Background: an optimization exercise with open tools, aiming at small area and a short achievable clock period. Do not read the settings as production practice.
In this exercise RTL edits were held to simulation tests only and were not proved equivalent to the original.
In every run shown here, the design's own scripts or RTL, not TritonCTS, make the clock network.
No driver is modelled on the clock port, so clock power and skew are understated where the tree is cut down; a real chip needs a root buffer or a tree.
Power figures rest on the tool's default switching activity, not on a simulated workload.

--- flow/flow/run.sh ---
#!/bin/bash
# Layout: the standard flow (standard.sh), with these changes:
#  - synthesis maps no full or half adder cells (ADDER_MAP_FILE empty), so abc
#    maps the adder logic itself;
#  - buffer_ports buffers every port with buf_1, and before the resize step
#    flow/outbuf.tcl makes the output ports' buffers OUTBUF_CELL (buf_2);
#  - after clock tree synthesis flow/clocktree.tcl replaces the tree by a
#    balanced two-level tree (CLKTREE_*: 4 first-level buffers driven straight
#    from the clock port, each driving 4 leaf buffers), then repairs timing as
#    the CTS step does.
# The flow's output goes to standard.log, and ORFS's own logs to orfs/logs.
set -euo pipefail
bash standard.sh ADDER_MAP_FILE= "PRE_RESIZE_TCL=$PWD/flow/outbuf.tcl" "POST_CTS_TCL=$PWD/flow/clocktree.tcl" BUFFER_PORTS_ARGS=-buffer_cell\ sky130_fd_sc_hd__buf_1 CTS_ARGS=-sink_clustering_enable\ -dont_use_dummy_load\ -root_buf\ sky130_fd_sc_hd__clkbuf_16\ -buf_list\ sky130_fd_sc_hd__clkbuf_16\ -sink_clustering_size\ 40\ -sink_clustering_max_diameter\ 200 CLKTREE_CELL=sky130_fd_sc_hd__clkbuf_8 CLKTREE_NLEAF=4 CLKTREE_LEAF_CELL=sky130_fd_sc_hd__clkbuf_4 OUTBUF_CELL=sky130_fd_sc_hd__buf_2 finish > standard.log 2>&1
--- flow/flow/outbuf.tcl ---
# Runs before ORFS's resize step (PRE_RESIZE_TCL): the output ports' buffers,
# which buffer_ports made of the smallest buffer, become OUTBUF_CELL.
set cell sky130_fd_sc_hd__buf_2
if {[info exists ::env(OUTBUF_CELL)]} { set cell $::env(OUTBUF_CELL) }
set n 0
foreach bt [[ord::get_db_block] getBTerms] {
  if {[$bt getIoType] ne "OUTPUT"} { continue }
  foreach it [[$bt getNet] getITerms] {
    if {[$it isOutputSignal]} {
      replace_cell [[$it getInst] getName] $cell
      incr n
    }
  }
}
puts "outbuf: $n output port drivers made $cell"
--- flow/design.v ---
module KSA (s, x);
   input  [93:0] x;
   output [64:0] s;
   wire s2_g1;
   wire s2_g2;
   wire s2_p3;
   wire s2_g4;
   wire s2_p5;
   wire s2_g6;
   wire s2_p7;
   wire s2_g8;
   wire s2_g9;
   wire s2_g10;
   wire s2_p11;
   wire s2_g12;
   wire s2_p13;
   wire s2_g14;
   wire s2_g15;
   wire s2_g16;
   wire s2_g17;
   assign s2_g1 = x[20] | (x[21] & x[9]);
   assign s2_g2 = x[44] | (x[45] & x[32]);
   assign s2_p3 = x[45] & x[33];
   assign s2_g4 = x[68] | (x[69] & x[56]);
   assign s2_p5 = x[69] & x[57];
   assign s2_g6 = x[92] | (x[93] & x[80]);
   assign s2_p7 = x[93] & x[81];
   assign s2_g8 = x[32] | (x[33] & s2_g1);
   assign s2_g9 = s2_g2 | (s2_p3 & s2_g1);
   assign s2_g10 = x[80] | (x[81] & s2_g4);
   assign s2_p11 = x[81] & s2_p5;
   assign s2_g12 = s2_g6 | (s2_p7 & s2_g4);
   assign s2_p13 = s2_p7 & s2_p5;
   assign s2_g14 = x[56] | (x[57] & s2_g9);
   assign s2_g15 = s2_g4 | (s2_p5 & s2_g9);
   assign s2_g16 = s2_g10 | (s2_p11 & s2_g9);
   assign s2_g17 = s2_g12 | (s2_p13 & s2_g9);
   assign s[0] = x[0];
   assign s[1] = x[1];
   assign s[2] = x[2];
   assign s[3] = x[3];
   assign s[4] = x[4] ^ (x[8]);
   assign s[5] = x[5] ^ ((x[8] & x[4]));
   assign s[6] = x[6] ^ ((x[8] & x[4] & x[5]));
   assign s[7] = x[7] ^ ((x[8] & x[4] & x[5] & x[6]));
   assign s[8] = x[10] ^ ((x[9]));
   assign s[9] = x[11] ^ ((x[10] & x[9]));
   assign s[10] = x[12] ^ ((x[10] & x[11] & x[9]));
   assign s[11] = x[13] ^ ((x[10] & x[11] & x[12] & x[9]));
   assign s[12] = x[14] ^ (x[18] | (x[19] & x[9]));
   assign s[13] = x[15] ^ ((x[18] & x[14]) | (x[19] & x[14] & x[9]));
   assign s[14] = x[16] ^ ((x[18] & x[14] & x[15]) | (x[19] & x[14] & x[15] & x[9]));
   assign s[15] = x[17] ^ ((x[18] & x[14] & x[15] & x[16]) | (x[19] & x[14] & x[15] & x[16] & x[9]));
   assign s[16] = x[22] ^ ((s2_g1));
   assign s[17] = x[23] ^ ((x[22] & s2_g1));
   assign s[18] = x[24] ^ ((x[22] & x[23] & s2_g1));
   assign s[19] = x[25] ^ ((x[22] & x[23] & x[24] & s2_g1));
   assign s[20] = x[26] ^ (x[30] | (x[31] & s2_g1));
   assign s[21] = x[27] ^ ((x[30] & x[26]) | (x[31] & x[26] & s2_g1));
   assign s[22] = x[28] ^ ((x[30] & x[26] & x[27]) | (x[31] & x[26] & x[27] & s2_g1));
   assign s[23] = x[29] ^ ((x[30] & x[26] & x[27] & x[28]) | (x[31] & x[26] & x[27] & x[28] & s2_g1));
   assign s[24] = x[34] ^ ((s2_g8));
   assign s[25] = x[35] ^ ((x[34] & s2_g8));
   assign s[26] = x[36] ^ ((x[34] & x[35] & s2_g8));
   assign s[27] = x[37] ^ ((x[34] & x[35] & x[36] & s2_g8));
   assign s[28] = x[38] ^ (x[42] | (x[43] & s2_g8));
   assign s[29] = x[39] ^ ((x[42] & x[38]) | (x[43] & x[38] & s2_g8));
   assign s[30] = x[40] ^ ((x[42] & x[38] & x[39]) | (x[43] & x[38] & x[39] & s2_g8));
   assign s[31] = x[41] ^ ((x[42] & x[38] & x[39] & x[40]) | (x[43] & x[38] & x[39] & x[40] & s2_g8));
   assign s[32] = x[46] ^ ((s2_g9));
   assign s[33] = x[47] ^ ((x[46] & s2_g9));
   assign s[34] = x[48] ^ ((x[46] & x[47] & s2_g9));
   assign s[35] = x[49] ^ ((x[46] & x[47] & x[48] & s2_g9));
   assign s[36] = x[50] ^ (x[54] | (x[55] & s2_g9));
   assign s[37] = x[51] ^ ((x[54] & x[50]) | (x[55] & x[50] & s2_g9));
   assign s[38] = x[52] ^ ((x[54] & x[50] & x[51]) | (x[55] & x[50] & x[51] & s2_g9));
   assign s[39] = x[53] ^ ((x[54] & x[50] & x[51] & x[52]) | (x[55] & x[50] & x[51] & x[52] & s2_g9));
   assign s[40] = x[58] ^ ((s2_g14));
   assign s[41] = x[59] ^ ((x[58] & s2_g14));
   assign s[42] = x[60] ^ ((x[58] & x[59] & s2_g14));
   assign s[43] = x[61] ^ ((x[58] & x[59] & x[60] & s2_g14));
   assign s[44] = x[62] ^ (x[66] | (x[67] & s2_g14));
   assign s[45] = x[63] ^ ((x[66] & x[62]) | (x[67] & x[62] & s2_g14));
   assign s[46] = x[64] ^ ((x[66] & x[62] & x[63]) | (x[67] & x[62] & x[63] & s2_g14));
   assign s[47] = x[65] ^ ((x[66] & x[62] & x[63] & x[64]) | (x[67] & x[62] & x[63] & x[64] & s2_g14));
   assign s[48] = x[70] ^ ((s2_g15));
   assign s[49] = x[71] ^ ((x[70] & s2_g15));
   assign s[50] = x[72] ^ ((x[70] & x[71] & s2_g15));
   assign s[51] = x[73] ^ ((x[70] & x[71] & x[72] & s2_g15));
   assign s[52] = x[74] ^ (x[78] | (x[79] & s2_g15));
   assign s[53] = x[75] ^ ((x[78] & x[74]) | (x[79] & x[74] & s2_g15));
   assign s[54] = x[76] ^ ((x[78] & x[74] & x[75]) | (x[79] & x[74] & x[75] & s2_g15));
   assign s[55] = x[77] ^ ((x[78] & x[74] & x[75] & x[76]) | (x[79] & x[74] & x[75] & x[76] & s2_g15));
   assign s[56] = x[82] ^ ((s2_g16));
   assign s[57] = x[83] ^ ((x[82] & s2_g16));
   assign s[58] = x[84] ^ ((x[82] & x[83] & s2_g16));
   assign s[59] = x[85] ^ ((x[82] & x[83] & x[84] & s2_g16));
   assign s[60] = x[86] ^ (x[90] | (x[91] & s2_g16));
   assign s[61] = x[87] ^ ((x[90] & x[86]) | (x[91] & x[86] & s2_g16));
   assign s[62] = x[88] ^ ((x[90] & x[86] & x[87]) | (x[91] & x[86] & x[87] & s2_g16));
   assign s[63] = x[89] ^ ((x[90] & x[86] & x[87] & x[88]) | (x[91] & x[86] & x[87] & x[88] & s2_g16));
   assign s[64] = x[92] | (x[93] & s2_g16);
endmodule
module KSA_pipe(s, a, b, c, clk);
   input [63:0] a;
   input [63:0] b;
   input        c;
   input        clk;
   output [64:0] s;
   wire [93:0] x;
   reg  [93:0] xr;
   wire [64:0] sOut;
   reg  [64:0] sr;
   wire p0_1;
   wire p0_2;
   wire p0_3;
   wire p0_4;
   wire g0_5;
   wire g0_6;
   wire g0_7;
   wire g0_8;
   wire g0_9;
   wire c0_g10;
   wire c0_g11;
   wire c0_g12;
   wire p1_13;
   wire p1_14;
   wire p1_15;
   wire p1_16;
   wire g1_17;
   wire g1_18;
   wire g1_19;
   wire g1_20;
   wire c1_g21;
   wire c1_g22;
   wire c1_g23;
   wire bp1_24;
   wire q0_g25;
   wire p2_26;
   wire p2_27;
   wire p2_28;
   wire p2_29;
   wire g2_30;
   wire g2_31;
   wire g2_32;
   wire g2_33;
   wire c2_g34;
   wire c2_g35;
   wire c2_g36;
   wire bp2_37;
   wire p3_38;
   wire p3_39;
   wire p3_40;
   wire p3_41;
   wire g3_42;
   wire g3_43;
   wire g3_44;
   wire g3_45;
   wire c3_g46;
   wire c3_g47;
   wire c3_g48;
   wire bp3_49;
   wire q1_g50;
   wire q1_p51;
   wire p4_52;
   wire p4_53;
   wire p4_54;
   wire p4_55;
   wire g4_56;
   wire g4_57;
   wire g4_58;
   wire g4_59;
   wire c4_g60;
   wire c4_g61;
   wire c4_g62;
   wire bp4_63;
   wire p5_64;
   wire p5_65;
   wire p5_66;
   wire p5_67;
   wire g5_68;
   wire g5_69;
   wire g5_70;
   wire g5_71;
   wire c5_g72;
   wire c5_g73;
   wire c5_g74;
   wire bp5_75;
   wire q2_g76;
   wire q2_p77;
   wire p6_78;
   wire p6_79;
   wire p6_80;
   wire p6_81;
   wire g6_82;
   wire g6_83;
   wire g6_84;
   wire g6_85;
   wire c6_g86;
   wire c6_g87;
   wire c6_g88;
   wire bp6_89;
   wire p7_90;
   wire p7_91;
   wire p7_92;
   wire p7_93;
   wire g7_94;
   wire g7_95;
   wire g7_96;
   wire g7_97;
   wire c7_g98;
   wire c7_g99;
   wire c7_g100;
   wire bp7_101;
   wire q3_g102;
   wire q3_p103;
   wire p8_104;
   wire p8_105;
   wire p8_106;
   wire p8_107;
   wire g8_108;
   wire g8_109;
   wire g8_110;
   wire g8_111;
   wire c8_g112;
   wire c8_g113;
   wire c8_g114;
   wire bp8_115;
   wire p9_116;
   wire p9_117;
   wire p9_118;
   wire p9_119;
   wire g9_120;
   wire g9_121;
   wire g9_122;
   wire g9_123;
   wire c9_g124;
   wire c9_g125;
   wire c9_g126;
   wire bp9_127;
   wire q4_g128;
   wire q4_p129;
   wire p10_130;
   wire p10_131;
   wire p10_132;
   wire p10_133;
   wire g10_134;
   wire g10_135;
   wire g10_136;
   wire g10_137;
   wire c10_g138;
   wire c10_g139;
   wire c10_g140;
   wire bp10_141;
   wire p11_142;
   wire p11_143;
   wire p11_144;
   wire p11_145;
   wire g11_146;
   wire g11_147;
   wire g11_148;
   wire g11_149;
   wire c11_g150;
   wire c11_g151;
   wire c11_g152;
   wire bp11_153;
   wire q5_g154;
   wire q5_p155;
   wire p12_156;
   wire p12_157;
   wire p12_158;
   wire p12_159;
   wire g12_160;
   wire g12_161;
   wire g12_162;
   wire g12_163;
   wire c12_g164;
   wire c12_g165;
   wire c12_g166;
   wire bp12_167;
   wire p13_168;
   wire p13_169;
   wire p13_170;
   wire p13_171;
   wire g13_172;
   wire g13_173;
   wire g13_174;
   wire g13_175;
   wire c13_g176;
   wire c13_g177;
   wire c13_g178;
   wire bp13_179;
   wire q6_g180;
   wire q6_p181;
   wire p14_182;
   wire p14_183;
   wire p14_184;
   wire p14_185;
   wire g14_186;
   wire g14_187;
   wire g14_188;
   wire g14_189;
   wire c14_g190;
   wire c14_g191;
   wire c14_g192;
   wire bp14_193;
   wire p15_194;
   wire p15_195;
   wire p15_196;
   wire p15_197;
   wire g15_198;
   wire g15_199;
   wire g15_200;
   wire g15_201;
   wire c15_g202;
   wire c15_g203;
   wire c15_g204;
   wire bp15_205;
   wire q7_g206;
   wire q7_p207;
   assign p0_1 = a[0] ^ b[0];
   assign p0_2 = a[1] ^ b[1];
   assign p0_3 = a[2] ^ b[2];
   assign p0_4 = a[3] ^ b[3];
   assign g0_5 = a[0] & b[0];
   assign g0_6 = a[1] & b[1];
   assign g0_7 = a[2] & b[2];
   assign g0_8 = a[3] & b[3];
   assign g0_9 = g0_5 | (p0_1 & c);
   assign c0_g10 = g0_6 | (p0_2 & g0_9);
   assign c0_g11 = g0_7 | (p0_3 & c0_g10);
   assign c0_g12 = g0_8 | (p0_4 & c0_g11);
   assign p1_13 = a[4] ^ b[4];
   assign p1_14 = a[5] ^ b[5];
   assign p1_15 = a[6] ^ b[6];
   assign p1_16 = a[7] ^ b[7];
   assign g1_17 = a[4] & b[4];
   assign g1_18 = a[5] & b[5];
   assign g1_19 = a[6] & b[6];
   assign g1_20 = a[7] & b[7];
   assign c1_g21 = g1_18 | (p1_14 & g1_17);
   assign c1_g22 = g1_19 | (p1_15 & c1_g21);
   assign c1_g23 = g1_20 | (p1_16 & c1_g22);
   assign bp1_24 = p1_13 & p1_14 & p1_15 & p1_16;
   assign q0_g25 = c1_g23 | (bp1_24 & c0_g12);
   assign p2_26 = a[8] ^ b[8];
   assign p2_27 = a[9] ^ b[9];
   assign p2_28 = a[10] ^ b[10];
   assign p2_29 = a[11] ^ b[11];
   assign g2_30 = a[8] & b[8];
   assign g2_31 = a[9] & b[9];
   assign g2_32 = a[10] & b[10];
   assign g2_33 = a[11] & b[11];
   assign c2_g34 = g2_31 | (p2_27 & g2_30);
   assign c2_g35 = g2_32 | (p2_28 & c2_g34);
   assign c2_g36 = g2_33 | (p2_29 & c2_g35);
   assign bp2_37 = p2_26 & p2_27 & p2_28 & p2_29;
   assign p3_38 = a[12] ^ b[12];
   assign p3_39 = a[13] ^ b[13];
   assign p3_40 = a[14] ^ b[14];
   assign p3_41 = a[15] ^ b[15];
   assign g3_42 = a[12] & b[12];
   assign g3_43 = a[13] & b[13];
   assign g3_44 = a[14] & b[14];
   assign g3_45 = a[15] & b[15];
   assign c3_g46 = g3_43 | (p3_39 & g3_42);
   assign c3_g47 = g3_44 | (p3_40 & c3_g46);
   assign c3_g48 = g3_45 | (p3_41 & c3_g47);
   assign bp3_49 = p3_38 & p3_39 & p3_40 & p3_41;
   assign q1_g50 = c3_g48 | (bp3_49 & c2_g36);
   assign q1_p51 = bp3_49 & bp2_37;
   assign p4_52 = a[16] ^ b[16];
   assign p4_53 = a[17] ^ b[17];
   assign p4_54 = a[18] ^ b[18];
   assign p4_55 = a[19] ^ b[19];
   assign g4_56 = a[16] & b[16];
   assign g4_57 = a[17] & b[17];
   assign g4_58 = a[18] & b[18];
   assign g4_59 = a[19] & b[19];
   assign c4_g60 = g4_57 | (p4_53 & g4_56);
   assign c4_g61 = g4_58 | (p4_54 & c4_g60);
   assign c4_g62 = g4_59 | (p4_55 & c4_g61);
   assign bp4_63 = p4_52 & p4_53 & p4_54 & p4_55;
   assign p5_64 = a[20] ^ b[20];
   assign p5_65 = a[21] ^ b[21];
   assign p5_66 = a[22] ^ b[22];
   assign p5_67 = a[23] ^ b[23];
   assign g5_68 = a[20] & b[20];
   assign g5_69 = a[21] & b[21];
   assign g5_70 = a[22] & b[22];
   assign g5_71 = a[23] & b[23];
   assign c5_g72 = g5_69 | (p5_65 & g5_68);
   assign c5_g73 = g5_70 | (p5_66 & c5_g72);
   assign c5_g74 = g5_71 | (p5_67 & c5_g73);
   assign bp5_75 = p5_64 & p5_65 & p5_66 & p5_67;
   assign q2_g76 = c5_g74 | (bp5_75 & c4_g62);
   assign q2_p77 = bp5_75 & bp4_63;
   assign p6_78 = a[24] ^ b[24];
   assign p6_79 = a[25] ^ b[25];
   assign p6_80 = a[26] ^ b[26];
   assign p6_81 = a[27] ^ b[27];
   assign g6_82 = a[24] & b[24];
   assign g6_83 = a[25] & b[25];
   assign g6_84 = a[26] & b[26];
   assign g6_85 = a[27] & b[27];
   assign c6_g86 = g6_83 | (p6_79 & g6_82);
   assign c6_g87 = g6_84 | (p6_80 & c6_g86);
   assign c6_g88 = g6_85 | (p6_81 & c6_g87);
   assign bp6_89 = p6_78 & p6_79 & p6_80 & p6_81;
   assign p7_90 = a[28] ^ b[28];
   assign p7_91 = a[29] ^ b[29];
   assign p7_92 = a[30] ^ b[30];
   assign p7_93 = a[31] ^ b[31];
   assign g7_94 = a[28] & b[28];
   assign g7_95 = a[29] & b[29];
   assign g7_96 = a[30] & b[30];
   assign g7_97 = a[31] & b[31];
   assign c7_g98 = g7_95 | (p7_91 & g7_94);
   assign c7_g99 = g7_96 | (p7_92 & c7_g98);
   assign c7_g100 = g7_97 | (p7_93 & c7_g99);
   assign bp7_101 = p7_90 & p7_91 & p7_92 & p7_93;
   assign q3_g102 = c7_g100 | (bp7_101 & c6_g88);
   assign q3_p103 = bp7_101 & bp6_89;
   assign p8_104 = a[32] ^ b[32];
   assign p8_105 = a[33] ^ b[33];
   assign p8_106 = a[34] ^ b[34];
   assign p8_107 = a[35] ^ b[35];
   assign g8_108 = a[32] & b[32];
   assign g8_109 = a[33] & b[33];
   assign g8_110 = a[34] & b[34];
   assign g8_111 = a[35] & b[35];
   assign c8_g112 = g8_109 | (p8_105 & g8_108);
   assign c8_g113 = g8_110 | (p8_106 & c8_g112);
   assign c8_g114 = g8_111 | (p8_107 & c8_g113);
   assign bp8_115 = p8_104 & p8_105 & p8_106 & p8_107;
   assign p9_116 = a[36] ^ b[36];
   assign p9_117 = a[37] ^ b[37];
   assign p9_118 = a[38] ^ b[38];
   assign p9_119 = a[39] ^ b[39];
   assign g9_120 = a[36] & b[36];
   assign g9_121 = a[37] & b[37];
   assign g9_122 = a[38] & b[38];
   assign g9_123 = a[39] & b[39];
   assign c9_g124 = g9_121 | (p9_117 & g9_120);
   assign c9_g125 = g9_122 | (p9_118 & c9_g124);
   assign c9_g126 = g9_123 | (p9_119 & c9_g125);
   assign bp9_127 = p9_116 & p9_117 & p9_118 & p9_119;
   assign q4_g128 = c9_g126 | (bp9_127 & c8_g114);
   assign q4_p129 = bp9_127 & bp8_115;
   assign p10_130 = a[40] ^ b[40];
   assign p10_131 = a[41] ^ b[41];
   assign p10_132 = a[42] ^ b[42];
   assign p10_133 = a[43] ^ b[43];
   assign g10_134 = a[40] & b[40];
   assign g10_135 = a[41] & b[41];
   assign g10_136 = a[42] & b[42];
   assign g10_137 = a[43] & b[43];
   assign c10_g138 = g10_135 | (p10_131 & g10_134);
   assign c10_g139 = g10_136 | (p10_132 & c10_g138);
   assign c10_g140 = g10_137 | (p10_133 & c10_g139);
   assign bp10_141 = p10_130 & p10_131 & p10_132 & p10_133;
   assign p11_142 = a[44] ^ b[44];
   assign p11_143 = a[45] ^ b[45];
   assign p11_144 = a[46] ^ b[46];
   assign p11_145 = a[47] ^ b[47];
   assign g11_146 = a[44] & b[44];
   assign g11_147 = a[45] & b[45];
   assign g11_148 = a[46] & b[46];
   assign g11_149 = a[47] & b[47];
   assign c11_g150 = g11_147 | (p11_143 & g11_146);
   assign c11_g151 = g11_148 | (p11_144 & c11_g150);
   assign c11_g152 = g11_149 | (p11_145 & c11_g151);
   assign bp11_153 = p11_142 & p11_143 & p11_144 & p11_145;
   assign q5_g154 = c11_g152 | (bp11_153 & c10_g140);
   assign q5_p155 = bp11_153 & bp10_141;
   assign p12_156 = a[48] ^ b[48];
   assign p12_157 = a[49] ^ b[49];
   assign p12_158 = a[50] ^ b[50];
   assign p12_159 = a[51] ^ b[51];
   assign g12_160 = a[48] & b[48];
   assign g12_161 = a[49] & b[49];
   assign g12_162 = a[50] & b[50];
   assign g12_163 = a[51] & b[51];
   assign c12_g164 = g12_161 | (p12_157 & g12_160);
   assign c12_g165 = g12_162 | (p12_158 & c12_g164);
   assign c12_g166 = g12_163 | (p12_159 & c12_g165);
   assign bp12_167 = p12_156 & p12_157 & p12_158 & p12_159;
   assign p13_168 = a[52] ^ b[52];
   assign p13_169 = a[53] ^ b[53];
   assign p13_170 = a[54] ^ b[54];
   assign p13_171 = a[55] ^ b[55];
   assign g13_172 = a[52] & b[52];
   assign g13_173 = a[53] & b[53];
   assign g13_174 = a[54] & b[54];
   assign g13_175 = a[55] & b[55];
   assign c13_g176 = g13_173 | (p13_169 & g13_172);
   assign c13_g177 = g13_174 | (p13_170 & c13_g176);
   assign c13_g178 = g13_175 | (p13_171 & c13_g177);
   assign bp13_179 = p13_168 & p13_169 & p13_170 & p13_171;
   assign q6_g180 = c13_g178 | (bp13_179 & c12_g166);
   assign q6_p181 = bp13_179 & bp12_167;
   assign p14_182 = a[56] ^ b[56];
   assign p14_183 = a[57] ^ b[57];
   assign p14_184 = a[58] ^ b[58];
   assign p14_185 = a[59] ^ b[59];
   assign g14_186 = a[56] & b[56];
   assign g14_187 = a[57] & b[57];
   assign g14_188 = a[58] & b[58];
   assign g14_189 = a[59] & b[59];
   assign c14_g190 = g14_187 | (p14_183 & g14_186);
   assign c14_g191 = g14_188 | (p14_184 & c14_g190);
   assign c14_g192 = g14_189 | (p14_185 & c14_g191);
   assign bp14_193 = p14_182 & p14_183 & p14_184 & p14_185;
   assign p15_194 = a[60] ^ b[60];
   assign p15_195 = a[61] ^ b[61];
   assign p15_196 = a[62] ^ b[62];
   assign p15_197 = a[63] ^ b[63];
   assign g15_198 = a[60] & b[60];
   assign g15_199 = a[61] & b[61];
   assign g15_200 = a[62] & b[62];
   assign g15_201 = a[63] & b[63];
   assign c15_g202 = g15_199 | (p15_195 & g15_198);
   assign c15_g203 = g15_200 | (p15_196 & c15_g202);
   assign c15_g204 = g15_201 | (p15_197 & c15_g203);
   assign bp15_205 = p15_194 & p15_195 & p15_196 & p15_197;
   assign q7_g206 = c15_g204 | (bp15_205 & c14_g192);
   assign q7_p207 = bp15_205 & bp14_193;
   assign x[0] = p0_1 ^ c;
   assign x[1] = p0_2 ^ g0_9;
   assign x[2] = p0_3 ^ c0_g10;
   assign x[3] = p0_4 ^ c0_g11;
   assign x[4] = p1_13;
   assign x[5] = p1_14 ^ g1_17;
   assign x[6] = p1_15 ^ c1_g21;
   assign x[7] = p1_16 ^ c1_g22;
   assign x[8] = c0_g12;
   assign x[9] = q0_g25;
   assign x[10] = p2_26;
   assign x[11] = p2_27 ^ g2_30;
   assign x[12] = p2_28 ^ c2_g34;
   assign x[13] = p2_29 ^ c2_g35;
   assign x[14] = p3_38;
   assign x[15] = p3_39 ^ g3_42;
   assign x[16] = p3_40 ^ c3_g46;
   assign x[17] = p3_41 ^ c3_g47;
   assign x[18] = c2_g36;
   assign x[19] = bp2_37;
   assign x[20] = q1_g50;
   assign x[21] = q1_p51;
   assign x[22] = p4_52;
   assign x[23] = p4_53 ^ g4_56;
   assign x[24] = p4_54 ^ c4_g60;
   assign x[25] = p4_55 ^ c4_g61;
   assign x[26] = p5_64;
   assign x[27] = p5_65 ^ g5_68;
   assign x[28] = p5_66 ^ c5_g72;
   assign x[29] = p5_67 ^ c5_g73;
   assign x[30] = c4_g62;
   assign x[31] = bp4_63;
   assign x[32] = q2_g76;
   assign x[33] = q2_p77;
   assign x[34] = p6_78;
   assign x[35] = p6_79 ^ g6_82;
   assign x[36] = p6_80 ^ c6_g86;
   assign x[37] = p6_81 ^ c6_g87;
   assign x[38] = p7_90;
   assign x[39] = p7_91 ^ g7_94;
   assign x[40] = p7_92 ^ c7_g98;
   assign x[41] = p7_93 ^ c7_g99;
   assign x[42] = c6_g88;
   assign x[43] = bp6_89;
   assign x[44] = q3_g102;
   assign x[45] = q3_p103;
   assign x[46] = p8_104;
   assign x[47] = p8_105 ^ g8_108;
   assign x[48] = p8_106 ^ c8_g112;
   assign x[49] = p8_107 ^ c8_g113;
   assign x[50] = p9_116;
   assign x[51] = p9_117 ^ g9_120;
   assign x[52] = p9_118 ^ c9_g124;
   assign x[53] = p9_119 ^ c9_g125;
   assign x[54] = c8_g114;
   assign x[55] = bp8_115;
   assign x[56] = q4_g128;
   assign x[57] = q4_p129;
   assign x[58] = p10_130;
   assign x[59] = p10_131 ^ g10_134;
   assign x[60] = p10_132 ^ c10_g138;
   assign x[61] = p10_133 ^ c10_g139;
   assign x[62] = p11_142;
   assign x[63] = p11_143 ^ g11_146;
   assign x[64] = p11_144 ^ c11_g150;
   assign x[65] = p11_145 ^ c11_g151;
   assign x[66] = c10_g140;
   assign x[67] = bp10_141;
   assign x[68] = q5_g154;
   assign x[69] = q5_p155;
   assign x[70] = p12_156;
   assign x[71] = p12_157 ^ g12_160;
   assign x[72] = p12_158 ^ c12_g164;
   assign x[73] = p12_159 ^ c12_g165;
   assign x[74] = p13_168;
   assign x[75] = p13_169 ^ g13_172;
   assign x[76] = p13_170 ^ c13_g176;
   assign x[77] = p13_171 ^ c13_g177;
   assign x[78] = c12_g166;
   assign x[79] = bp12_167;
   assign x[80] = q6_g180;
   assign x[81] = q6_p181;
   assign x[82] = p14_182;
   assign x[83] = p14_183 ^ g14_186;
   assign x[84] = p14_184 ^ c14_g190;
   assign x[85] = p14_185 ^ c14_g191;
   assign x[86] = p15_194;
   assign x[87] = p15_195 ^ g15_198;
   assign x[88] = p15_196 ^ c15_g202;
   assign x[89] = p15_197 ^ c15_g203;
   assign x[90] = c14_g192;
   assign x[91] = bp14_193;
   assign x[92] = q7_g206;
   assign x[93] = q7_p207;
   always @(posedge clk)
     xr <= x;
   KSA adder (.s(sOut), .x(xr));
   always @(posedge clk)
     sr <= sOut;
   assign s = sr;
endmodule
--- flow/flow/clocktree.tcl ---
set nbuf 4
if {[info exists ::env(CLKTREE_NBUF)]} { set nbuf $::env(CLKTREE_NBUF) }
set bufcell sky130_fd_sc_hd__clkbuf_16
if {[info exists ::env(CLKTREE_CELL)]} { set bufcell $::env(CLKTREE_CELL) }

set db [ord::get_db]
set block [ord::get_db_block]
set port_net [[$block findBTerm clk] getNet]

set sinks {}
foreach inst [$block getInsts] {
  if {[[$inst getMaster] isSequential]} {
    lappend sinks [$inst findITerm CLK]
  }
}
puts "clocktree: [llength $sinks] register clock pins"

# the cells CTS added: drivers of clock nets other than the port's net
set old_insts {}
set old_nets {}
foreach net [$block getNets] {
  if {[$net getSigType] ne "CLOCK" || $net eq $port_net} { continue }
  lappend old_nets $net
  foreach it [$net getITerms] {
    if {[$it isOutputSignal]} { lappend old_insts [$it getInst] }
  }
}
# cells hanging on the port net other than registers (root buffers, loads)
foreach it [$port_net getITerms] {
  set inst [$it getInst]
  if {![[$inst getMaster] isSequential] && [lsearch -exact $old_insts $inst] < 0} {
    lappend old_insts $inst
  }
}
puts "clocktree: removing [llength $old_insts] cells and [llength $old_nets] nets"
foreach s $sinks { $s disconnect }
foreach inst $old_insts { odb::dbInst_destroy $inst }
foreach net $old_nets { odb::dbNet_destroy $net }

# split the registers into nbuf groups of equal size by position
proc loc {it} {
  set b [[$it getInst] getBBox]
  return [list [expr {([$b xMin] + [$b xMax]) / 2}] [expr {([$b yMin] + [$b yMax]) / 2}]]
}
set pts {}
foreach s $sinks { lappend pts [concat [loc $s] [list $s]] }
proc split_groups {pts n axis} {
  if {$n <= 1} { return [list $pts] }
  set sorted [lsort -integer -index $axis $pts]
  set n1 [expr {$n / 2}]
  set cut [expr {[llength $sorted] * $n1 / $n}]
  set a [lrange $sorted 0 [expr {$cut - 1}]]
  set b [lrange $sorted $cut end]
  set nxt [expr {1 - $axis}]
  return [concat [split_groups $a $n1 $nxt] [split_groups $b [expr {$n - $n1}] $nxt]]
}
# first cut along the longer side of the registers' spread
set xs [lsort -integer [lmap p $pts {lindex $p 0}]]
set ys [lsort -integer [lmap p $pts {lindex $p 1}]]
set axis [expr {([lindex $xs end] - [lindex $xs 0]) >= ([lindex $ys end] - [lindex $ys 0]) ? 0 : 1}]
set groups [split_groups $pts $nbuf $axis]

set nleaf 0
if {[info exists ::env(CLKTREE_NLEAF)]} { set nleaf $::env(CLKTREE_NLEAF) }
set leafcell $bufcell
if {[info exists ::env(CLKTREE_LEAF_CELL)]} { set leafcell $::env(CLKTREE_LEAF_CELL) }

proc centre {grp} {
  set sx 0; set sy 0
  foreach p $grp { incr sx [lindex $p 0]; incr sy [lindex $p 1] }
  return [list [expr {$sx / [llength $grp]}] [expr {$sy / [llength $grp]}]]
}
# a buffer of cell type mname at (x, y), input from net in, driving a new net
proc add_buf {name mname in x y} {
  set master [[ord::get_db] findMaster $mname]
  set block [ord::get_db_block]
  set buf [odb::dbInst_create $block $master $name]
  set net [odb::dbNet_create $block "${name}_net"]
  $net setSigType CLOCK
  [$buf findITerm A] connect $in
  [$buf findITerm X] connect $net
  $buf setLocation [expr {$x - [$master getWidth] / 2}] [expr {$y - [$master getHeight] / 2}]
  $buf setPlacementStatus PLACED
  return $net
}

set g 0
foreach grp $groups {
  lassign [centre $grp] cx cy
  if {$nleaf <= 1} {
    set net [add_buf "clktree_buf_$g" $bufcell $port_net $cx $cy]
    foreach p $grp { [lindex $p 2] connect $net }
    puts "clocktree: buffer $g drives [llength $grp] registers at ($cx, $cy)"
  } else {
    # leaves first, so the root sits at the centre of its leaves
    set leaves [split_groups $grp $nleaf [expr {1 - $axis}]]
    set lpts {}
    foreach lg $leaves { lappend lpts [centre $lg] }
    lassign [centre $lpts] rx ry
    set rnet [add_buf "clktree_buf_$g" $bufcell $port_net $rx $ry]
    set l 0
    foreach lg $leaves {
      lassign [centre $lg] lx ly
      set net [add_buf "clktree_buf_${g}_$l" $leafcell $rnet $lx $ly]
      foreach p $lg { [lindex $p 2] connect $net }
      puts "clocktree: buffer ${g}_$l drives [llength $lg] registers at ($lx, $ly)"
      incr l
    }
  }
  incr g
}

detailed_placement
estimate_parasitics -placement
report_clock_skew
if { !$::env(SKIP_CTS_REPAIR_TIMING) } {
  repair_timing_helper
  detailed_placement
}
check_placement -verbose
report_clock_skew
report_wns
--- flow/constraint.sdc ---
create_clock -name core_clock -period 3.4 [get_ports {clk}]
set_input_delay 0.6800 -clock core_clock [delete_from_list [all_inputs] [get_ports {clk}]]
set_output_delay 0.6800 -clock core_clock [all_outputs]
set_load 0.01 [all_outputs]
--- flow/config.mk ---
export PLATFORM = sky130hd
export DESIGN_NAME = KSA_pipe
export DESIGN_NICKNAME = KSA_pipe
export VERILOG_FILES = /design/flow/design.v
export SDC_FILE = /design/flow/constraint.sdc
export NUM_CORES = 4
export LEC_CHECK = 0
export ABC_AREA = 1
export CAP_MARGIN = 20
export CORE_MARGIN = 2
export CORE_UTILIZATION = 50
export PLACE_DENSITY = 0.65
export SETUP_SLACK_MARGIN = 1.9
export SLEW_MARGIN = 20
--- flow/standard.sh ---
#!/bin/bash
# synth_recipe.tcl (not shown) runs the flow's synth.tcl, then flattens the netlist and writes it again
# the make line also repeats each setting of config.mk as NAME=value (left out here)
make -C /OpenROAD-flow-scripts/flow DESIGN_CONFIG=/design/flow/config.mk WORK_HOME=/design/flow/orfs CLKGATE_MAP_FILE= SYNTH_SCRIPT=/design/flow/synth_recipe.tcl "${@:-finish}"
==> impl_metrics.json, run 1 <==
{
  "arrival_ps": 760,
  "rows": 40,
  "ys_seq_area_frac": 0.509,
  "slowest_stage": "dfxtp_2",
  "finalClockSkew_ps": 21.6,
  "cp_cell_sequence": "buf_6",
  "core_mm2": 0.0121,
  "synth_seq_cells": 159,
  "vias_per_cell": 4.51,
  "syn_area_mm2": 0.00626,
  "startpoint_type": "flop",
  "finalSetupTns_ps": 0,
  "total_power_mw": 4.14,
  "vias": 5129,
  "diodes": 0,
  "start_util": 0.517,
  "antenna_found_initial": 0,
  "avgSynthCellArea_um2": 8.32,
  "fmax_ghz": 0.693,
  "period_needed_ps": 1440,
  "fill_cells": 1075,
  "busiest_layer": "met2",
  "synth_cell_types": 22,
  "tightest_slew_ps": 363,
  "path_delay_family": "flip-flops",
  "wire_per_inst_um": 11.0,
  "status": "complete, no violations",
  "num_io_pins": 195,
  "drt_first_pass_iters": 4,
  "dp_cells": 1114,
  "layout-drive-gt1-share": 0.149,
  "numPortBuffers": 194,
  "clk_pin_slew_ps": 100,
  "grt_pass1_vias": 4961,
  "clk_latency_ps": 310,
  "cpPeakStageDelay_ps": 340,
  "critical_path_class": "flop to output port",
  "gp_congestion": 0.836,
  "fin_nets": 1100,
  "synth_compound_area_frac": 0.0388,
  "power.density_mw_per_mm2": 536,
  "grt_overflow": 0,
  "power_leakage_nw": 3.80,
  "grt_start_max_net_pins": 11,
  "rsz0062_at_grt": "yes",
  "grtUsageMet1": 0.222,
  "syn_inst": 752,
  "routed_wl_um": 12400,
  "final_cell_mix": "nand2_1, dfxtp_1, buf_1",
  "fin_cells": 1136,
  "fp.dieH_um": 116,
  "syn_nets": 882,
  "synth-xor-area-share": 0.172,
  "synth_top_family_by_area": "simple AND/OR/NAND/NOR gates",
  "die_x_um": 116,
  "drv_slew": 0,
  "drtIter0Drc": 177,
  "drv_cap": 0,
  "drcViolationCount": 0,
  "hp-class": "flop to flop",
  "dp.final_hpwl_um": 9890,
  "relSlewSlack": 0.755,
  "irDropWorstVdd_uv": 275,
  "finalSetupViolations": 0,
  "grt.total_usage": 0.187,
  "yosys_warnings": 1,
  "grt_pass1_wl_um": 20300,
  "grt_use_met3": 0.0539,
  "synthAdderAreaFrac": 0,
  "area_delta_synth_final_pct": 23.6,
  "finalHoldViolCount": 0,
  "cp_max_fo": 1,
  "synthSimpleGateAreaFrac": 0.236,
  "synthMuxAreaShare": 0,
  "use_met2": 0.327,
  "mostFrequentLayoutCell": "nand2_1",
  "path_buf_inv": 1,
  "setup_slack_ps": 1960,
  "rrSetupSlack_ps": 2040,
  "die_area_mm2": 0.0134,
  "pre_cts_slack_ps": 1630,
  "min_period_over_period": 0.424,
  "post-route-util": 0.638,
  "crit_required_ps": 2720,
  "cts_sinks": 159,
  "ant_nets": 0,
  "crit_path_end_kind": "output port"
}
==> layer usage <==
metal | routed length (um) | up-vias
li1 | - | 2761
met2 | 5950 | 131
met4 | 286 | 0
met3 | 789 | 24
met1 | 5420 | 2213
met5 | 0 | -
==> power by group <==
group | total (mW) | switching, mW | internal, mW
clock | 0.846 | 0.518 | 0.327
combinational | 0.951 | 0.512 | 0.439
sequential | 2.35 | 0.147 | 2.20
total | 4.14 | 1.18 | 2.97
==> path summary, 6_finish.rpt <==
kind / startpoint / end / depth (start not counted)
worst max register to register: xr[21] / sr[39] / 6
worst min-delay path: xr[0] / sr[0] / 0
worst max-delay path: sr[57] / s[57] / 1
worst min register to register: xr[0] / sr[0] / 0
==> cell families (layout without fill, tap and decap cells) <==
kind of cell              after synthesis  in the layout
buffers and inverters                  75            291
DFF                                   159            159
and+or+nand+nor                       353            353
AOI/OAI and AO/OA                      42             42
xor gates and xnor gates              123            123
==> cells in the mapped netlist <==
| master | n | area share |
|---|---|---|
| a21boi_2 | 2 | 0.0036 |
| a21o_1 | 2 | 0.0024 |
| a21oi_1 | 21 | 0.017 |
| a21oi_2 | 1 | 0.0014 |
| and3_1 | 1 | 0.0010 |
| dfxtp_1 | 159 | 0.51 |
| inv_1 | 74 | 0.044 |
| inv_2 | 1 | 0.00060 |
| nand2_1 | 211 | 0.13 |
| nand2_2 | 2 | 0.0020 |
| nand2_4 | 2 | 0.0036 |
| nand3_1 | 27 | 0.022 |
| nand3_2 | 3 | 0.0048 |
| nand4_1 | 11 | 0.011 |
| nor2_1 | 73 | 0.044 |
| nor3_1 | 9 | 0.0072 |
| nor4_1 | 7 | 0.0070 |
| o21ai_0 | 15 | 0.012 |
| o21ai_4 | 1 | 0.0026 |
| or2_2 | 7 | 0.0070 |
| xnor2_1 | 20 | 0.028 |
| xor2_1 | 103 | 0.14 |
==> sequential cells by signal, summed over array words and instances, names as in the netlist <==
| signal | cells |
|---|---|
| xr | 94 |
| sr | 65 |
==> per-stage QoR <==
stage | hold WS [ps] | cell area, um^2
2_1_floorplan | 310 | 6320
3_3_place_gp | 311 | 7260
3_5_place_dp | 315 | 7340
5_1_grt | 337 | 7730
6_report | 321 | 7730
==> layout make-up <==
cell class	count	area [um^2]	area share
repair buffers	196	956	0.124
multi-input cells	518	2900	0.376
flip-flops and latches	159	3210	0.415
well taps	168	210	0.0272
inverters	75	282	0.0364
plain buffers	20	175	0.0227
==> run 2: changes to the inputs <==
--- a/flow/config.mk
+++ b/flow/config.mk
@@ -10,5 +10,5 @@
 export CORE_MARGIN = 2
 export CORE_UTILIZATION = 50
 export PLACE_DENSITY = 0.65
-export SETUP_SLACK_MARGIN = 1.9
+export SETUP_SLACK_MARGIN = 1.85
 export SLEW_MARGIN = 20
==> run 2 against run 1 <==
Net effect:
- synthesized area is the same
- first-iteration DRC count up 2.3%
- worst setup slack worse by 2.0 ps
- sequential share of layout area increased by 0.89 points
- clock power is 0.5% higher
- design area fell by 2.3%
- combinational power shrank 6.0%
- still clean on timing, DRC and antenna
- power shrank 1.6%
==> impl_metrics.json, run 2 <==
{
  "status": "complete, no violations",
  "start_util": 0.517,
  "dp.final_hpwl_um": 9680,
  "path_buf_inv": 1,
  "pre_cts_slack_ps": 1620,
  "ant_nets": 0,
  "synth_top_family_by_area": "simple AND/OR/NAND/NOR gates",
  "finalClockSkew_ps": 19.5,
  "die_area_mm2": 0.0134,
  "synthMuxAreaShare": 0,
  "vias_per_cell": 4.49,
  "irDropWorstVdd_uv": 301,
  "synth.most_common_cell": "nand2_1",
  "num_io_pins": 195,
  "fp.dieH_um": 116,
  "core_mm2": 0.0121,
  "grt_pass1_wl_um": 20000,
  "synth_area_leaders": "dfxtp_1, xor2_1, nand2_1",
  "grt_pass1_vias": 4847,
  "rsz0062_at_grt": "yes",
  "diodes": 0,
  "finalSetupViolations": 0,
  "drv_slew": 0,
  "clk_pin_slew_ps": 110,
  "syn_inst": 752,
  "wire_per_inst_um": 10.7,
  "numPortBuffers": 194,
  "grt_overflow": 0,
  "power.density_mw_per_mm2": 540,
  "yosys_warnings": 1,
  "synth_flop_cell": "dfxtp_1",
  "grt.total_usage": 0.184,
  "final_cell_mix": "nand2_1, dfxtp_1, buf_1",
  "fin_cells": 1134,
  "path_delay_family": "flip-flops",
  "die_x_um": 116,
  "cp_max_fo": 1,
  "startpoint_type": "flop",
  "fin_nets": 1098,
  "power_leakage_nw": 3.72,
  "relSlewSlack": 0.762,
  "fin_area_mm2": 0.00755,
  "cp_cell_sequence": "buf_6",
  "finalHoldViolCount": 0,
  "post-route-util": 0.624,
  "synthTopCellsByCount": "nand2_1, dfxtp_1, xor2_1",
  "grt_start_max_net_pins": 11,
  "hp-class": "flop to flop",
  "regMostFlops": "xr",
  "crit_path_end_kind": "output port",
  "async_flop_share": 0,
  "ys_seq_area_frac": 0.509,
  "finalSetupTns_ps": 0,
  "drv_cap": 0,
  "period_needed_ps": 1450,
  "synth_cell_types": 22,
  "synth_seq_cells": 159,
  "synth-xor-area-share": 0.172,
  "vias": 5086,
  "syn_nets": 882,
  "reg_top3": "xr x94, sr x65",
  "crit_required_ps": 2720,
  "cpPeakStageDelay_ps": 350,
  "clk_latency_ps": 310,
  "gp_congestion": 0.835,
  "avgSynthCellArea_um2": 8.32,
  "synthAdderAreaFrac": 0,
  "critical_path_class": "flop to output port",
  "fill_cells": 1120,
  "routed_wl_um": 12200,
  "total_power_mw": 4.08,
  "dp_cells": 1114,
  "setup_slack_ps": 1950,
  "drtIter0Drc": 181,
  "arrival_ps": 770,
  "largest_reg_flops": 94,
  "drcViolationCount": 0,
  "synth_top_cell_area_share": 0.509,
  "rows": 40,
  "cts_sinks": 159,
  "antenna_found_initial": 0,
  "synth_edf_count": 0,
  "mostFrequentLayoutCell": "nand2_1",
  "synth_top_cell_by_area": "dfxtp_1",
  "synth_compound_area_frac": 0.0388,
  "placed_area_mm2": 0.00730,
  "slowest_stage": "dfxtp_1",
  "layout-drive-gt1-share": 0.129,
  "tightest_slew_ps": 355,
  "fmax_ghz": 0.692,
  "drt_first_pass_iters": 4,
  "hold_ws_ps": 325,
  "area_delta_synth_final_pct": 20.7,
  "min_period_over_period": 0.425,
  "syn_area_mm2": 0.00626,
  "synthSimpleGateAreaFrac": 0.236
}
==> run 2: cell counts after synthesis <==
No cell type changed its count.
==> run 2: worst paths after layout <==
path / startpoint / to / slack [ps] / cells past startpoint
max: sr[36] / s[36] / 1950 / 1
min: xr[0] / sr[0] / 320 / 0
max reg2reg: xr[21] / sr[29] / 2020 / 8
min reg2reg: xr[0] / sr[0] / 320 / 0
==> run 2: logic make-up after synthesis <==
| kind of cell | Yosys count |
|---|---|
| compound gates | 42 |
| xor+xnor | 123 |
| buf+inv | 75 |
| flops | 159 |
| simple gates | 353 |
==> run 2: power by group <==
part	internal (mW)	switching, mW
logic	0.387	0.507
clock network	0.327	0.522
registers	2.19	0.138
total	2.91	1.17
==> run 2: area by class of cell <==
cell class / instances / area [um^2] / share of cell area
Sequential cell: 159 / 3200 / 0.423
Multi-Input combinational cell: 518 / 2830 / 0.374
Timing Repair Buffer: 194 / 860 / 0.114
Inverter: 75 / 282 / 0.0373
Tap cell: 168 / 210 / 0.0278
Buffer: 20 / 175 / 0.0232
==> run 2: metal layers <==
layer | share of wire | vias up | track usage
met5 | 0 | - | 0
met4 | 0.018 | 0 | 0.0540
met3 | 0.072 | 25 | 0.0581
met2 | 0.47 | 140 | 0.326
met1 | 0.43 | 2166 | 0.214
li1 | - | 2755 | -
==> run 3: changes to the inputs <==
--- a/flow/config.mk
+++ b/flow/config.mk
@@ -10,5 +10,6 @@
 export CORE_MARGIN = 2
 export CORE_UTILIZATION = 50
 export PLACE_DENSITY = 0.65
-export SETUP_SLACK_MARGIN = 1.85
+export SETUP_SLACK_MARGIN = 2.1
 export SLEW_MARGIN = 20
+export TNS_END_PERCENT = 5
==> run 3 against run 2 <==
Net effect:
- still clean on timing, DRC and antenna
- power is 1.7% higher
- cell count grew 0.97%
- sequential power hardly changed
- hold slack lost 11 ps
- critical path type unchanged
- largest power group unchanged
==> impl_metrics.json, run 3 <==
{
  "gp_congestion": 0.835,
  "synth_flop_cell": "dfxtp_1",
  "cpPeakStageDelay_ps": 330,
  "synth_edf_count": 0,
  "mostFrequentLayoutCell": "nand2_1",
  "dp.final_hpwl_um": 9780,
  "grt_pass1_wl_um": 20400,
  "synth_top_cell_by_area": "dfxtp_1",
  "fmax_ghz": 0.690,
  "core_mm2": 0.0121,
  "period_needed_ps": 1450,
  "rows": 40,
  "path_buf_inv": 1,
  "finalClockSkew_ps": 17.6,
  "grt_overflow": 0,
  "startpoint_type": "flop",
  "setup_slack_ps": 1950,
  "async_flop_share": 0,
  "synth_area_leaders": "dfxtp_1, xor2_1, nand2_1",
  "cp_max_fo": 1,
  "relSlewSlack": 0.776,
  "synth_compound_area_frac": 0.0388,
  "yosys_warnings": 1,
  "synthAdderAreaFrac": 0,
  "die_area_mm2": 0.0134,
  "synth.most_common_cell": "nand2_1",
  "antenna_found_initial": 0,
  "arrival_ps": 770,
  "finalSetupTns_ps": 0,
  "clk_pin_slew_ps": 110,
  "start_util": 0.517,
  "drt_first_pass_iters": 7,
  "avgSynthCellArea_um2": 8.32,
  "synth_seq_cells": 159,
  "drv_cap": 0,
  "numPortBuffers": 194,
  "routed_wl_um": 12800,
  "synthTopCellsByCount": "nand2_1, dfxtp_1, xor2_1",
  "finalHoldViolCount": 0,
  "drcViolationCount": 0,
  "die_x_um": 116,
  "drtIter0Drc": 148,
  "irDropWorstVdd_uv": 264,
  "power.density_mw_per_mm2": 527,
  "reg_top3": "xr x94, sr x65",
  "hold_start": "xr[0]",
  "pre_cts_slack_ps": 1640,
  "regMostFlops": "xr",
  "fp.dieH_um": 116,
  "num_io_pins": 195,
  "wire_per_inst_um": 11.2,
  "grt.total_usage": 0.188,
  "synth_cell_types": 22,
  "cp_cell_sequence": "buf_2",
  "vias": 5170,
  "slowest_stage": "dfxtp_1",
  "area_delta_synth_final_pct": 25.7,
  "drv_slew": 0,
  "power_leakage_nw": 3.87,
  "syn_inst": 752,
  "ys_seq_area_frac": 0.509,
  "synth_top_family_by_area": "simple AND/OR/NAND/NOR gates",
  "status": "complete, no violations",
  "synth_top_cell_area_share": 0.509,
  "rsz0062_at_grt": "yes",
  "min_period_over_period": 0.426,
  "startpoint": "sr[56]",
  "synth-xor-area-share": 0.172,
  "syn_area_mm2": 0.00626,
  "ant_nets": 0,
  "fin_nets": 1109,
  "tightest_slew_ps": 335,
  "synthMuxAreaShare": 0,
  "synthSimpleGateAreaFrac": 0.236,
  "syn_nets": 882,
  "hp-class": "flop to flop",
  "vias_per_cell": 4.52,
  "rr_worst_depth": 9,
  "r2r_start": "xr[9]",
  "finalSetupViolations": 0,
  "grt_start_max_net_pins": 11,
  "layout-drive-gt1-share": 0.177,
  "diodes": 0,
  "path_delay_family": "flip-flops",
  "largest_reg_flops": 94,
  "critical_path_depth": 1,
  "grt_pass1_vias": 4889,
  "critical_path_class": "flop to output port",
  "crit_path_end_kind": "output port",
  "crit_required_ps": 2720,
  "final_cell_mix": "nand2_1, dfxtp_1, buf_1",
  "worstHoldPathCells": 0,
  "clk_latency_ps": 300,
  "cts_sinks": 159,
  "hold_ws_ps": 314
}
-- run 3: path summary, 6_finish.rpt --
path	endpoint	slack, ps
max	s[56]	1950
min	sr[0]	310
max reg2reg	sr[62]	2010
min reg2reg	sr[0]	310
-- run 3: cell families (layout without fill, tap and decap cells) --
| kind of cell | count (synthesis) | after routing |
|---|---|---|
| simple gates | 353 | 355 |
| flops | 159 | 159 |
| xor+xnor | 123 | 123 |
| buf+inv | 75 | 298 |
| compound gates | 42 | 42 |
-- run 3: report_power, final --
group	leakage, nW	switching, mW	internal (mW)
Combinational	2.43	0.534	0.419
Clock	0.102	0.534	0.328
Sequential	1.34	0.137	2.19
-- run 3: routing by layer --
| layer | vias up | GRT usage | routed length [um] |
|---|---|---|---|
| met1 | 2240 | 0.228 | 5660 |
| met5 | - | 0 | 0 |
| met3 | 20 | 0.0413 | 730 |
| met2 | 133 | 0.328 | 6210 |
| met4 | 0 | 0.0675 | 230 |
| li1 | 2777 | - | - |
-- run 3: area by class of cell --
| type | instances | area (um^2) |
|---|---|---|
| plain buffers | 20 | 175 |
| flip-flops and latches | 159 | 3200 |
| fillers | 1089 | 4250 |
| well taps | 168 | 210 |
| multi-input cells | 520 | 3040 |
| repair buffers | 203 | 961 |
| inverters | 75 | 282 |
-- run 3: per-stage QoR --
stage	instance area (um^2)	util	instances	power (mW)
5_1_grt	7870	0.649	1145	4.41
6_report	7870	0.649	1145	4.15
3_5_place_dp	7340	0.606	1114	3.24
2_1_floorplan	6320	-	752	2.88
3_3_place_gp	7260	0.599	1114	3.18
-- run 3: worst register-to-register path: cells and delay by family, from the launching register on --
kind	cells	cell delay, ps
AND/OR/NAND/NOR	6	470
buffers and inverters	1	150
AO/OA/AOI/OAI	2	320
flip-flops	1	370
==> run 4: changes to the inputs <==
--- a/flow/config.mk
+++ b/flow/config.mk
@@ -10,6 +10,6 @@
 export CORE_MARGIN = 2
 export CORE_UTILIZATION = 50
 export PLACE_DENSITY = 0.65
-export SETUP_SLACK_MARGIN = 2.1
+export SETUP_SLACK_MARGIN = 2.0
 export SLEW_MARGIN = 20
 export TNS_END_PERCENT = 5
==> run 4 against run 3 <==
Net effect:
- still clean
- sequential power is essentially flat
- sequential share of layout area is 1.0 points higher
- routed wire length shrank 3.7%
- core utilization shrank 1.7 points
- global-route usage down 0.10 points
- power fell by 1.2%
- hold slack worse by 2.8 ps
- flip-flop and latch count stayed put
- critical path type unchanged
==> impl_metrics.json, run 4 <==
{
  "status": "complete, no violations",
  "hp-class": "flop to flop",
  "dp_cells": 1114,
  "cts_sinks": 159,
  "finalSetupTns_ps": 0,
  "post-route-util": 0.633,
  "p_comb_frac": 0.222,
  "worstHoldPathCells": 0,
  "core_mm2": 0.0121,
  "synth_seq_cells": 159,
  "syn_inst": 752,
  "drcViolationCount": 0,
  "synthTopCellsByCount": "nand2_1, dfxtp_1, xor2_1",
  "path_buf_inv": 1,
  "startpoint_type": "flop",
  "finalClockSkew_ps": 25.2,
  "synth-xor-area-share": 0.172,
  "power.density_mw_per_mm2": 535,
  "slowest_stage": "dfxtp_2",
  "reg_top3": "xr x94, sr x65",
  "syn_nets": 882,
  "cpPeakStageDelay_ps": 330,
  "grt_overflow": 0,
  "irDropWorstVdd_uv": 309,
  "drtIter0Drc": 118,
  "synth_flop_cell": "dfxtp_1",
  "yosys_warnings": 1,
  "synthAdderAreaFrac": 0,
  "fin_nets": 1101,
  "die_x_um": 116,
  "numPortBuffers": 194,
  "routed_wl_um": 12400,
  "whs_endpoint": "sr[2]",
  "crit_required_ps": 2720,
  "drv_slew": 0,
  "rrSetupSlack_ps": 2100,
  "start_util": 0.517,
  "regMostFlops": "xr",
  "num_io_pins": 195,
  "relSlewSlack": 0.770,
  "vias": 5079,
  "grt_start_max_net_pins": 11,
  "drv_cap": 0,
  "hold_ws_ps": 311,
  "layout-drive-gt1-share": 0.148,
  "diodes": 0,
  "grt.total_usage": 0.187,
  "clk_latency_ps": 310,
  "grt_pass1_vias": 4786,
  "finalHoldViolCount": 0,
  "synth_edf_count": 0,
  "rsz0062_at_grt": "yes",
  "avgSynthCellArea_um2": 8.32,
  "largest_reg_flops": 94,
  "period_needed_ps": 1450,
  "syn_area_mm2": 0.00626,
  "clock_power_share": 0.209,
  "tightest_slew_ps": 342,
  "synth_cell_types": 22,
  "fp.dieH_um": 116,
  "gp_congestion": 0.836,
  "clk_pin_slew_ps": 110,
  "arrival_ps": 770,
  "mostFrequentLayoutCell": "nand2_1",
  "synth_top_cell_by_area": "dfxtp_1",
  "grt_pass1_wl_um": 20100,
  "dp.final_hpwl_um": 9880,
  "synthSimpleGateAreaFrac": 0.236,
  "cp_max_fo": 1,
  "area_delta_synth_final_pct": 22.5,
  "final_cell_mix": "nand2_1, dfxtp_1, buf_1",
  "die_area_mm2": 0.0134,
  "synth_compound_area_frac": 0.0388,
  "synth_top_family_by_area": "simple AND/OR/NAND/NOR gates",
  "rows": 40,
  "wire_per_inst_um": 10.9,
  "worstReg2RegEnd": "sr[39]",
  "async_flop_share": 0,
  "power_leakage_nw": 3.78,
  "ys_seq_area_frac": 0.509,
  "drt_first_pass_iters": 4,
  "cp_cell_sequence": "buf_2",
  "fmax_ghz": 0.691,
  "rr_worst_depth": 6,
  "ant_nets": 0,
  "internal_power_mw": 2.92,
  "fill_cells": 1082,
  "switching_share": 0.288,
  "antenna_found_initial": 0,
  "hold_start": "xr[2]",
  "critical_path_depth": 1,
  "synthMuxAreaShare": 0,
  "path_delay_family": "flip-flops",
  "power_frac_seq": 0.568,
  "r2r_start": "xr[21]",
  "synth_area_leaders": "dfxtp_1, xor2_1, nand2_1",
  "critical_path_class": "flop to output port",
  "crit_path_end_kind": "output port",
  "total_power_mw": 4.10,
  "finalSetupViolations": 0,
  "vias_per_cell": 4.47,
  "synth.most_common_cell": "nand2_1",
  "synth_top_cell_area_share": 0.509,
  "p_sw_mw": 1.18,
  "fin_cells": 1137,
  "min_period_over_period": 0.425
}
-- run 4: cell count changes in the layout (fill, tap and decap cells not counted), sizes merged --
cell | before | now
buf | 199 | 196
clkbuf | 24 | 21
nand2 | 217 | 215
-- run 4: layout make-up --
type	instances	area [um^2]	share of cell area
Buffer	20	175	0.0229
Multi-Input combinational cell	518	2930	0.383
Sequential cell	159	3200	0.417
Inverter	75	282	0.0367
Tap cell	168	210	0.0274
Timing Repair Buffer	197	868	0.113
-- run 4: kinds of logic after synthesis --
kind of cell / Yosys count
AND/OR/NAND/NOR: 353
buffers and inverters: 75
XOR/XNOR: 123
AO/OA/AOI/OAI: 42
flip-flops: 159
-- run 4: worst max-delay path by stage --
stage            from  endpoint  slack (ps)
3_5_place_dp    b[53]    xr[80]        1630
6_report       sr[57]     s[57]        1950
5_1_grt         sr[8]      s[8]        1910
3_3_place_gp        c     xr[9]        1720
2_1_floorplan    b[9]    xr[20]        1920
-- run 4: routing by layer --
metal | wire length (um) | part of all wire | vias up | GRT usage
met3 | 728 | 0.059 | 22 | 0.0408
met1 | 5430 | 0.44 | 2161 | 0.225
met2 | 5900 | 0.48 | 135 | 0.326
li1 | - | - | 2761 | -
met5 | 0 | 0 | - | 0
met4 | 285 | 0.023 | 0 | 0.0706
-- run 4: through the flow --
step / setup slack (ps) / area [um^2]
floorplan: 1920 / 6320
global placement: 1720 / 7260
detailed placement: 1630 / 7340
global route: 1910 / 7660
finish: 1950 / 7660
-- run 4: power groups by stage --
| stage | combinational, mW | clock (mW) | sequential (mW) |
|---|---|---|---|
| floorplan | 0.442 | 0 | 2.44 |
| detailed placement | 0.882 | 0 | 2.36 |
| global placement | 0.816 | 0 | 2.36 |
| global route | 1.03 | 0.967 | 2.36 |
| finish | 0.911 | 0.857 | 2.33 |
==> run 5: changes to the inputs <==
--- a/flow/config.mk
+++ b/flow/config.mk
@@ -10,6 +10,5 @@
 export CORE_MARGIN = 2
 export CORE_UTILIZATION = 50
 export PLACE_DENSITY = 0.65
-export SETUP_SLACK_MARGIN = 2.0
+export SETUP_SLACK_MARGIN = 1.8
 export SLEW_MARGIN = 20
-export TNS_END_PERCENT = 5
==> run 5 against run 4 <==
Net effect:
- maximum frequency down 2.0%
- critical path depth unchanged
- cell count down 0.26%
- core utilization down 1.7 points
- routed wire length down 8.3%
- clock skew down 0.55 ps
- synthesized cell count unchanged
- synthesized area unchanged
- register-to-register slack worse by 130 ps
- design area down 2.7%
- worst setup slack worse by 30 ps
==> impl_metrics.json, run 5 <==
{
  "yosys_warnings": 1,
  "drcViolationCount": 0,
  "path_buf_inv": 1,
  "period_needed_ps": 1480,
  "vias_per_cell": 4.34,
  "fin_nets": 1098,
  "synthTopCellsByCount": "nand2_1, dfxtp_1, xor2_1",
  "gp_congestion": 0.778,
  "regMostFlops": "xr",
  "cp_max_fo": 1,
  "largest_reg_flops": 94,
  "avgSynthCellArea_um2": 8.32,
  "drtIter0Drc": 194,
  "synthAdderAreaFrac": 0,
  "arrival_ps": 800,
  "finalHoldViolCount": 0,
  "ys_seq_area_frac": 0.509,
  "area_delta_synth_final_pct": 19.2,
  "dp.final_hpwl_um": 9080,
  "diodes": 0,
  "synth_seq_cells": 159,
  "crit_required_ps": 2720,
  "slowest_stage": "dfxtp_1",
  "drv_slew": 0,
  "reg_top3": "xr x94, sr x65",
  "min_period_over_period": 0.434,
  "wire_per_inst_um": 9.99,
  "grt_pass1_vias": 4380,
  "drt_first_pass_iters": 4,
  "path_delay_family": "flip-flops",
  "relSlewSlack": 0.756,
  "fmax_ghz": 0.678,
  "grt.total_usage": 0.170,
  "die_area_mm2": 0.0134,
  "async_flop_share": 0,
  "die_x_um": 116,
  "tightest_slew_ps": 363,
  "ant_nets": 0,
  "synth_top_cell_by_area": "dfxtp_1",
  "mostFrequentLayoutCell": "nand2_1",
  "routed_wl_um": 11300,
  "synth.most_common_cell": "nand2_1",
  "hp-class": "flop to flop",
  "switching_share": 0.285,
  "synth_top_family_by_area": "simple AND/OR/NAND/NOR gates",
  "setup_slack_ps": 1920,
  "finalClockSkew_ps": 24.6,
  "cpPeakStageDelay_ps": 370,
  "final_cell_mix": "nand2_1, dfxtp_1, buf_1",
  "cp_cell_sequence": "buf_2",
  "syn_nets": 882,
  "num_io_pins": 195,
  "clk_latency_ps": 310,
  "synth_compound_area_frac": 0.0388,
  "vias": 4916,
  "drv_cap": 0,
  "p_sw_mw": 1.15,
  "core_mm2": 0.0121,
  "power_leakage_nw": 3.70,
  "antenna_found_initial": 0,
  "startpoint_type": "flop",
  "syn_area_mm2": 0.00626,
  "fp.dieH_um": 116,
  "status": "complete, no violations",
  "power_frac_seq": 0.575,
  "clock_power_share": 0.211,
  "start_util": 0.517,
  "cts_sinks": 159,
  "internal_power_mw": 2.88,
  "clk_pin_slew_ps": 110,
  "finalSetupViolations": 0,
  "layout-drive-gt1-share": 0.108,
  "rsz0062_at_grt": "no",
  "synth_top_cell_area_share": 0.509,
  "syn_inst": 752,
  "irDropWorstVdd_uv": 289,
  "synth_area_leaders": "dfxtp_1, xor2_1, nand2_1",
  "p_comb_frac": 0.214,
  "synth_cell_types": 22,
  "synthMuxAreaShare": 0,
  "finalSetupTns_ps": 0,
  "critical_path_class": "flop to output port",
  "power.density_mw_per_mm2": 539,
  "grt_overflow": 0,
  "pre_cts_slack_ps": 1570,
  "grt_start_max_net_pins": 11,
  "synth-xor-area-share": 0.172,
  "grt_pass1_wl_um": 18200,
  "crit_path_end_kind": "output port",
  "numPortBuffers": 194,
  "synth_edf_count": 0,
  "rows": 40,
  "synth_flop_cell": "dfxtp_1",
  "synthSimpleGateAreaFrac": 0.236,
  "post-route-util": 0.616
}
==> run 5: cell counts after synthesis <==
Identical to the previous run, type by type.
==> run 5: layout make-up <==
| cell class | count | area (um^2) |
|---|---|---|
| Fill cell | 1158 | 4650 |
| Buffer | 20 | 175 |
| Tap cell | 168 | 210 |
| Multi-Input combinational cell | 518 | 2800 |
| Inverter | 75 | 282 |
| Timing Repair Buffer | 194 | 810 |
| Sequential cell | 159 | 3180 |
==> run 5: kinds of logic after synthesis <==
| group | count (synthesis) |
|---|---|
| flip-flops | 159 |
| AND/OR/NAND/NOR | 353 |
| AO/OA/AOI/OAI | 42 |
| buffers and inverters | 75 |
| XOR/XNOR | 123 |
==> run 5: through the flow <==
stage / cell area, um^2 / power, mW / cells / hold slack [ps]
6_report: 7460 / 4.02 / 1134 / 316
5_1_grt: 7460 / 4.28 / 1134 / 330
3_5_place_dp: 7280 / 3.23 / 1114 / 314
3_3_place_gp: 7200 / 3.18 / 1114 / 310
2_1_floorplan: 6260 / 2.87 / 752 / 310
==> run 5: metal layers <==
metal  vias up  wire, um  GRT usage
met4         0       286     0.0714
met1      2002      5300      0.209
li1       2760         -          -
met3        23       785     0.0476
met5         -         0          0
met2       131      4950      0.279
==> run 5: worst paths after layout <==
kind              start      to  slack, ps  cells after the start
hold / removal    xr[0]   sr[0]        320                      0
setup reg to reg  xr[9]  sr[43]       1970                      6
setup / recovery  sr[9]    s[9]       1920                      1
hold reg to reg   xr[0]   sr[0]        320                      0
==> run 5: power by group through the flow <==
stage                     Sequential (mW)  Combinational [mW]  Clock, mW
after floorplan                      2.44               0.432          0
after global placement               2.36               0.815          0
after detailed placement             2.36               0.871          0
after global routing                 2.35               0.979      0.951
final                                2.31               0.860      0.849

what the ideal ports hide:
The results above use ideal ports. As a check the final layouts listed here were re-extracted and re-timed, cells and wires unchanged. Step 1 sets driving cells, clkbuf_16 on the clock port and buf_2 on the other inputs (assumed; they add their load-dependent delay and slew). Step 2 moves the port delays by t, midway between the first and last clock arrival at a register: inputs arrive t later, outputs are due t later. That takes back most of the time a late clock gives input paths. Slacks: ideal / step 1 / step 2; pairs: ideal / step 1.
run	t (ns)	setup slack, ns	worst setup path after step 2	clock arrival spread, ns	cell pins on the clock port's net
run 1	0.366	1.957 / 1.886 / 1.680	input to register	0.021 / 0.022	4
run 2	0.363	1.955 / 1.887 / 1.640	input to register	0.020 / 0.019	4
run 3	0.362	1.951 / 1.885 / 1.657	input to register	0.019 / 0.019	4
run 4	0.363	1.954 / 1.887 / 1.717	input to register	0.026 / 0.026	4
run 5	0.361	1.924 / 1.856 / 1.631	input to register	0.029 / 0.028	4
After both steps every run listed still meets setup and hold. The setup slack of run 2, which loses most, moves by -0.068 ns with the drivers and by -0.315 ns with both steps.
